Context: an optimization exercise on an open-source flow, tuned for small area and a short achievable clock period. The choices shown serve that exercise and are no tape-out recipe. Function was not checked in any run shown here: the RTL went through the layout flow alone.

## flow/design.v (module list and top-level ports; edited modules follow where they fit)
// module DCT: 8094 lines
// module DCT_fa: 4 lines
// module DCT_ha: 4 lines
module DCT #(parameter horizontal = 1) (
  input wire CLK, input wire RST, input wire i_stb,
  input wire [7:0] i_D0, i_D1, i_D2, i_D3, i_D4, i_D5, i_D6, i_D7,
  output wire o_stb,
  output wire signed [15:0] o_D0, o_D1, o_D2, o_D3, o_D4, o_D5, o_D6, o_D7
);
  // ...
==> flow/run.sh <==
#!/bin/bash
# synth_recipe.tcl (not shown) runs the flow's synth.tcl, then flattens the netlist and writes it again
# the make line also repeats each setting of config.mk as NAME=value (left out here)
make -C /OpenROAD-flow-scripts/flow DESIGN_CONFIG=/design/flow/config.mk WORK_HOME=/design/flow/orfs CLKGATE_MAP_FILE= SYNTH_SCRIPT=/design/flow/synth_recipe.tcl finish
==> flow/config.mk <==
export PLATFORM = sky130hd
export DESIGN_NAME = DCT
export DESIGN_NICKNAME = DCT
export VERILOG_FILES = /design/flow/design.v
export SDC_FILE = /design/flow/constraint.sdc
export NUM_CORES = 4
export LEC_CHECK = 0
export ABC_CLOCK_PERIOD_IN_PS = 3000
export CAP_MARGIN = 20
export CORE_MARGIN = 2
export CORE_UTILIZATION = 40
export PLACE_DENSITY = 0.6
export SETUP_SLACK_MARGIN = 5
export SLEW_MARGIN = 20
export SYNTH_HIERARCHICAL = 1
export SYNTH_MINIMUM_KEEP_SIZE = 0
==> flow/constraint.sdc <==
create_clock -name core_clock -period 8.0 [get_ports {CLK}]
set_input_delay 1.6000 -clock core_clock [delete_from_list [all_inputs] [get_ports {CLK}]]
set_output_delay 1.6000 -clock core_clock [all_outputs]
set_load 0.01 [all_outputs]
==> metrics.json, run 1 <==
{
  "status": "no timing/DRC/antenna violations",
  "vias_per_cell": 4.591,
  "taps": 1155,
  "area_taken_by_multi_input_logic_gates_mm2": 0.02172,
  "timing.reg2reg.worst_path_depth": 12,
  "top_area_cell_class": "multi-input combinational cells",
  "buf_share": 0.05375,
  "cpMaxStageDelayCell": "fa_1",
  "path_common_cell": "a21o_1",
  "reg2reg_slack_ps": 4690,
  "drtIter0Drc": 1063,
  "worst-path-buf-inv": 0,
  "groute.usage.overall": 0.1889,
  "critPathLaunch": "r1_1131",
  "largest_register_ffs": 4,
  "timing.hold.worst_path_depth": 0,
  "gr-usage-met3": 0.03015,
  "synth.most_common_cell": "inv_1",
  "finish.instance_area_mm2": 0.04011,
  "numPortBuffers": 188,
  "grt-busiest-layer": "met2",
  "synth_area_leaders": "fa_1 31%, dfxtp_1 30%, ha_1 17%",
  "detail_route.wl_per_cell_um": 18.75,
  "yosys.area.top_type": "fa_1",
  "synth.cell_area_mm2": 0.03486,
  "cts_root_buf": "clkbuf_16",
  "timing.rr.start": "r1_1131",
  "worstSkewPairLatency_ps": 660,
  "grt-ovfl-total": 0,
  "worst-endpoint-arrival_ps": 3880,
  "setup_viol": 0
}
==> run 2, diff against run 1 <==
==> flow/config.mk (replaced) <==
export PLATFORM = sky130hd
export DESIGN_NAME = DCT
export DESIGN_NICKNAME = DCT
export VERILOG_FILES = /design/flow/design.v
export SDC_FILE = /design/flow/constraint.sdc
export NUM_CORES = 4
export LEC_CHECK = 0
export ABC_CLOCK_PERIOD_IN_PS = 3500
export CAP_MARGIN = 20
export CORE_MARGIN = 2
export CORE_UTILIZATION = 40
export PLACE_DENSITY = 0.6
export SETUP_SLACK_MARGIN = 4.5
export SLEW_MARGIN = 20
export SYNTH_HIERARCHICAL = 1
export SYNTH_MINIMUM_KEEP_SIZE = 0
==> run 2 against run 1 <==
Net effect: register-to-register slack worse by 130 ps; setup slack worse by 130 ps; global-route usage down 0.25 points; sequential cell count unchanged; worst hold slack about the same.
==> metrics.json, run 2 <==
{
  "status": "no timing/DRC/antenna violations",
  "timing.critical_path.from_type": "flop",
  "synth.cell_area": {"value": 0.03486, "unit": "mm2", "change": "unchanged"},
  "die_h_um": 299.2,
  "cts_hold_repair.buffers": 0,
  "grt_pass1_vias": 21580,
  "synth-main-ff-cell": "dfxtp_1",
  "grt_pass1_wl_um": 124900,
  "final_layout_size_suffix_gt1_frac": 0.05158,
  "number_of_antenna_violations_at_the_first_check_in_global_routing": 5,
  "clkTransAtPathRegs_ps": 60,
  "timing.hold.ws_ps": 325.1,
  "crit_chain": "fa_1 -> fa_1 -> fa_1 -> inv_1 -> fa_1 -> fa_1",
  "max_freq_ghz": 0.2907,
  "syn_avg_cell_area_um2": 11.95,
  "dr_total_vias": 19730,
  "fin_worst_skew_ps": 54.32,
  "ant_nets": 0,
  "layout.cells.most_common": "inv_1",
  "numPortBuffers": {"value": 188, "change": "unchanged"},
  "finalCritPeriodShare": 0.4300,
  "cts.path.max_buffers": 3,
  "area_used_by_sequential_logic_in_the_layout_mm2": 0.01060,
  "layout_common_cells": "539 x inv_1, 535 x fa_1, 521 x dfxtp_1",
  "cts_tree": "done",
  "numClockSinks": 529,
  "fillerInstances": 7859,
  "timing_hold_violations_final": 0,
  "top_level_ports": 196,
  "route.detailed.drc": 0,
  "post_synth_most_frequent_cells": "539 x inv_1, 535 x fa_1, 529 x dfxtp_1",
  "synth_area_leaders": "fa_1 31%, dfxtp_1 30%, ha_1 17%",
  "firstDrtPassIters": 4,
  "critPathKind": "reg2reg",
  "slew_violations": 0,
  "critical_path.endpoint_type": "flop",
  "setup_tns_ps": 0,
  "m1WireLength_um": 35820,
  "detail_route.wl_per_cell": {"value": 18.68, "unit": "um", "change": "-0.39%"},
  "finish.instance_area": {"value": 0.03974, "unit": "mm2", "change": "-0.92%"},
  "groute.usage.overall": {"value": 0.1865, "change": "-0.002474"},
  "worst-endpoint-required_ps": 8530,
  "met2_wirelength_um": 37370,
  "syn-instance-count": 2918,
  "largest_register_ffs": {"value": 4, "change": "unchanged"},
  "worst-endpoint-arrival": {"value": 3970, "unit": "ps", "change": "+90 ps"},
  "holdCritPathClass": "reg2reg",
  "worst-slew-pin-transition_ps": 995.5,
  "dpl_worst_slack_ps": 3809,
  "final_util": 0.4588,
  "core_area_mm2": 0.08662,
  "cpMaxStageDelayCell": "dfxtp_1",
  "rsz0062_at_grt": "no",
  "layout_setup_ws_ps": 4560,
  "number_of_enable_flip_flop_cells_after_synthesis": 0,
  "reg2reg_slack": {"value": 4560, "unit": "ps", "change": "-130 ps"},
  "finalWirelength_um": 80290,
  "top_layer_reached_by_signal_wires": "met5",
  "path_max_fanout": 9,
  "cts_inserted_buffers": 58,
  "h-tree-depth": 2,
  "cts_root_buf": "clkbuf_16",
  "yosysUniqueCellTypes": 61,
  "die_area_mm2": 0.08953,
  "setup_viol": {"value": 0, "change": "unchanged"},
  "vias_per_cell": {"value": 4.590, "change": "about the same"},
  "dieWidth_um": 299.2,
  "area_taken_by_multi_input_logic_gates": {"value": 0.02147, "unit": "mm2", "change": "-1.1%"},
  "largest-register": "stb",
  "worst_slew_margin_rel": 0.3354,
  "dp.final_hpwl_um": 63650,
  "highest_cell_delay_on_the_worst_timing_path_ps": 940,
  "drtIter0Drc": {"value": 932, "change": "-12%"},
  "count_of_nets_after_finishing": 4182,
  "worstSkewPairLatency": {"value": 670, "unit": "ps", "change": "about the same"},
  "synth_sequential_area_ratio": 0.3038,
  "place.detailed.instances": 4189,
  "placed_area_mm2": 0.03751,
  "grt_max_degree": 19,
  "rows": 108,
  "area_growth_syn_to_layout_pct": 14.00,
  "path_common_cell": "fa_1",
  "synth_top_cell_area_share": 0.3072,
  "max_cap_viol_count": 0,
  "start_util": 0.4025,
  "final.min_clock_period_ps": 3440,
  "final_cell_count_no_fill": 4298,
  "ys_ff_latch": 529,
  "synth.most_common_cell": "inv_1",
  "postSynth.asyncResetShare": 0,
  "place.gp.congestion": 0.8932,
  "ys.warnings.count": 7,
  "grt-ovfl-total": {"value": 0, "change": "unchanged"},
  "wl_met3_um": 4389,
  "yosys.area.top_type": "fa_1"
}
## run 2: cell counts after synthesis
Identical to the previous run, type by type.
## run 2: path summary, 6_finish.rpt
kind | start | endpoint | cells after the start
min reg2reg | r2_777 | r3_778 | 0
max reg2reg | r2_1419 | r3_2294 | 6
max | r2_1419 | r3_2294 | 6
min | r2_777 | r3_778 | 0
## run 2: repair_timing
| action | in CTS | in global routing |
|---|---|---|
| pin swaps | 1 | 7 |
| setup endpoints to repair | 1 | 24 |
| gates resized for setup | 1 | 18 |
| hold endpoints to repair | 0 | 0 |
| setup buffers | 0 | 1 |
## run 2: layout make-up
| cell class | count | share of cell area |
|---|---|---|
| Multi-Input combinational cell | 1759 | 0.5403 |
| Sequential cell | 529 | 0.2668 |
| Timing Repair Buffer | 208 | 0.05113 |
| Inverter | 539 | 0.05091 |
| Clock buffer | 80 | 0.04188 |
| Tap cell | 1155 | 0.03637 |
| Clock inverter | 26 | 0.01244 |
| Antenna cell | 2 | 0.0001259 |
## run 2: per-module statistics from Yosys (local to each module, per instance)
| module | flops+latches | times used |
|---|---|---|
| DCT | 529 | 1 |
| DCT_fa | 0 | 535 |
| DCT_ha | 0 | 419 |
## run 2: worst max-delay path, delay by kind of cell, from the launching register on
| kind | cells | cell delay, ps |
|---|---|---|
| buffers and inverters | 1 | 80 |
| adders and majority gates | 5 | 2320 |
| DFF | 1 | 940 |
## run 2: cell families (layout without fill, tap and decap cells)
group | after synthesis | in the layout | synth area share
compound gates | 288 | 288 | 0.05657
xor+xnor | 138 | 138 | 0.03467
other cells | 2 | 41 | 0.0002154
simple gates | 273 | 273 | 0.03754
flops | 529 | 529 | 0.3038
buf+inv | 667 | 853 | 0.08560
mux | 1 | 1 | 0.0002872
fa+ha+maj | 1020 | 1020 | 0.4813
## run 2: routing by layer
layer  up-vias  global-route usage
li1       9419                   -
met1      9691              0.2462
met2       460              0.3092
met3       150             0.03566
met4         6             0.06000
met5         -                   0

-- afterwards: timing with drivers on the ports --
Ports are ideal in the flow. The routed layouts listed here were re-timed in OpenROAD.
Step 1: set_driving_cell puts a clkbuf_16 on CLK and a buf_2 on each other input, an assumption about the parent block.
Step 2 adds t to the input delays and takes it off the output delays; t is the mean of the earliest and latest rising clock arrival at the registers after step 1. Input paths then give back, and output paths get back, about the clock's delay inside the block.
Three values: ideal, step 1, step 2; two values: the first two.
| run | t, ns | setup slack, ns | hold WS [ns] | clock arrival spread, ns | worst data-port slew with drivers (ns) |
|---|---|---|---|---|---|
| run 1 | 0.694 | 4.687 / 4.687 / 4.400 | 0.325 / 0.325 / 0.325 | 0.066 / 0.066 | 0.10 |
| run 2 | 0.701 | 4.560 / 4.560 / 3.950 | 0.325 / 0.325 / 0.325 | 0.056 / 0.056 | 0.08 |
After both steps setup and hold are still met in every run listed. The setup slack of run 2, which loses most, moves by 0.000 ns with the drivers and by -0.610 ns with both steps.
